This design comes from an exercise in tuning for small area on the open sky130 flow, not from production work.
The RTL was checked by simulation tests, not by an equivalence proof against the original design.
The flow treats the clock pin as an ideal source, which a real chip does not have.
Power is estimated from default activity; no workload was simulated.

==> flow/design.v (excerpt) <==
module uart (
    input  logic       rst,
    input  logic       clk,
    input  logic       rd_en,
    input  logic       rx,
    output logic       full,
    output logic       empty,
    output logic [7:0] fifo_data_out,
    output logic       tx
);
Size: roughly 400 cells after synthesis, roughly 15 I/O pins, roughly 5700 sq um of cells after synthesis.
export LEC_CHECK = 0
export CAP_MARGIN = 20
export CORE_MARGIN = 2
export CORE_UTILIZATION = 40
export SLEW_MARGIN = 20
create_clock -name core_clock -period 5.0 [get_ports {clk}]
standard.sh (not shown) runs the stock make flow with config.mk's settings and CLKGATE_MAP_FILE= SYNTH_SCRIPT=/design/flow/synth_recipe.tcl, a recipe that flattens the netlist after the stock synthesis.
==> flow/flow/run.sh <==
#!/bin/bash
# The standard layout (standard.sh), with these changes:
#  - synthesis maps logic with an area-oriented ABC script (flow/abc_map.script)
#    and without the half/full-adder extraction step;
#  - the clock tree is built from clkbuf_4 cells without dummy loads, and
#    flow/post_cts.tcl upsizes the leaf buffers that drive too much load;
#  - port buffers are buf_1.
set -euo pipefail
rm -rf scripts_area
cp -r "$FLOW_HOME/scripts" scripts_area
cp flow/abc_map.script scripts_area/abc_speed.script
export SCRIPTS_DIR="$PWD/scripts_area"
export ADDER_MAP_FILE=
export CTS_ARGS="-sink_clustering_enable -repair_clock_nets -dont_use_dummy_load -buf_list sky130_fd_sc_hd__clkbuf_4"
export POST_CTS_TCL="$PWD/flow/post_cts.tcl"
export BUFFER_PORTS_ARGS="-buffer_cell sky130_fd_sc_hd__buf_1"
bash standard.sh > standard.log 2>&1
==> flow/flow/abc_map.script <==
&get -n
&st
&dch
&nf -R 1000 -p
&st
&syn2
&if -g -K 6
&synch2
&nf -R 1000 -p
&st
&syn2
&if -g -K 6
&synch2
&nf -R 1000 -p
&st
&syn3
&synch2
&nf -R 1000 -p -F 8 -A 4 -a
&put
==> flow/flow/post_cts.tcl <==
# Runs at the end of ORFS's CTS step (POST_CTS_TCL). The clock tree is built
# from clkbuf_4; a buffer whose flip-flop clock pins would see a slew
# above 0.115 ns (estimated from placement) is upsized to clkbuf_8.
estimate_parasitics -placement
set upsized 0
foreach inst [get_cells clkbuf_*] {
  if { [get_property $inst ref_name] ne "sky130_fd_sc_hd__clkbuf_4" } { continue }
  set net [get_nets -of_objects [get_pins [get_name $inst]/X]]
  set worst 0.0
  foreach p [get_pins -of_objects $net] {
    if { [get_property $p direction] eq "input" && [string match */CLK [get_full_name $p]] } {
      set s [get_property $p slew_max]
      if { $s > $worst } { set worst $s }
    }
  }
  if { $worst > 0.115 } {
    replace_cell $inst sky130_fd_sc_hd__clkbuf_8
    incr upsized
  }
  puts "post_cts: [get_name $inst] worst sink slew $worst"
}
puts "post_cts: upsized $upsized clock buffers to clkbuf_8"
if { $upsized > 0 } {
  detailed_placement
  check_placement -verbose
  estimate_parasitics -placement
}
The baseline produced a clean layout.
Then changed:
--- a/flow/flow/post_cts.tcl
+++ b/flow/flow/post_cts.tcl
@@ -1,4 +1,4 @@
 # Runs at the end of ORFS's CTS step (POST_CTS_TCL). The clock tree is built
-# from clkbuf_4; a buffer whose flip-flop clock pins would see a slew
+# from clkbuf_4; a leaf buffer whose flip-flop clock pins would see a slew
 # above 0.115 ns (estimated from placement) is upsized to clkbuf_8.
 estimate_parasitics -placement
@@ -9,5 +9,5 @@
   set worst 0.0
   foreach p [get_pins -of_objects $net] {
-    if { [get_property $p direction] eq "input" && [string match */CLK [get_full_name $p]] } {
+    if { [get_property $p direction] eq "input" } {
       set s [get_property $p slew_max]
       if { $s > $worst } { set worst $s }
The changed run completed without violations; power is higher by 0.61%; clock-buffer cell count stays the same; via count drops by 0.33%; core utilization barely changes.

Setup of alpha:
Another version of the RTL of uart (not shown whole).
Size: about 420 cells after synthesis, ~190 flip-flops, roughly 6100 sq um of cells after synthesis.
==> flow/config.mk <==
export PLATFORM = sky130hd
export DESIGN_NAME = uart
export DESIGN_NICKNAME = uart
export VERILOG_FILES = /design/flow/design.v
export SDC_FILE = /design/flow/constraint.sdc
export NUM_CORES = 4
export LEC_CHECK = 0
export CAP_MARGIN = 20
export CORE_MARGIN = 2
export CORE_UTILIZATION = 40
export SLEW_MARGIN = 20
==> flow/constraint.sdc <==
create_clock -name core_clock -period 5.0 [get_ports {clk}]
set_input_delay 1.0000 -clock core_clock [delete_from_list [all_inputs] [get_ports {clk}]]
set_output_delay 1.0000 -clock core_clock [all_outputs]
set_load 0.01 [all_outputs]
==> flow/flow/run.sh <==
#!/bin/bash
set -euo pipefail
export CTS_ARGS="-sink_clustering_enable -repair_clock_nets -dont_use_dummy_load -buf_list {sky130_fd_sc_hd__clkbuf_4 sky130_fd_sc_hd__clkbuf_8} -sink_clustering_size 10"
export BUFFER_PORTS_ARGS="-buffer_cell sky130_fd_sc_hd__buf_1"
bash standard.sh > standard.log 2>&1
diff inputs: alpha => epsilon
==> flow/flow/run.sh <==
#!/bin/bash
set -euo pipefail
export CTS_ARGS="-sink_clustering_enable -repair_clock_nets -dont_use_dummy_load -buf_list sky130_fd_sc_hd__clkbuf_16 -sink_clustering_size 40"
export BUFFER_PORTS_ARGS="-buffer_cell sky130_fd_sc_hd__buf_1"
bash standard.sh > standard.log 2>&1
### Flow results
- Between alpha and epsilon, the met1 capacity usage during global routing does not differ in any meaningful way.
- alpha → epsilon: setup slack picked up an extra 0.038 ns, filler cell count in the final layout went down.
- alpha -> epsilon: number of global-route vias before repair flat
- Higher register share of the cell area among alpha and epsilon: alpha
- Measured against each other, alpha and epsilon differ in worst hold margin, the lower figure coming from alpha.

==> port drivers added, routing unchanged <==
In the flow no input, the clock included, has a driving cell. The finished layouts below were timed again as built, in two steps.
Step 1: set_driving_cell puts a clkbuf_16 on clk and a buf_2 on each other input, an assumption about the parent block.
Step 2 times the ports against the registers' clock, not the clock port: input delays grow and output delays shrink by t, the midpoint of the rising clock arrivals with the driver on.
Slacks: ideal / step 1 / step 2; pairs: ideal / step 1.
run	t, ns	setup WS [ns]	worst hold slack (ns)
the first run of note 1	0.581	1.743 / 1.708 / 2.245	0.321 / 0.321 / 0.321
the second run of note 1	0.458	1.867 / 1.831 / 2.248	0.321 / 0.321 / 0.321
alpha	0.472	1.814 / 1.781 / 2.138	0.336 / 0.336 / 0.336
epsilon	0.447	1.853 / 1.815 / 2.129	0.345 / 0.345 / 0.345
After both steps every run listed still meets setup and hold.
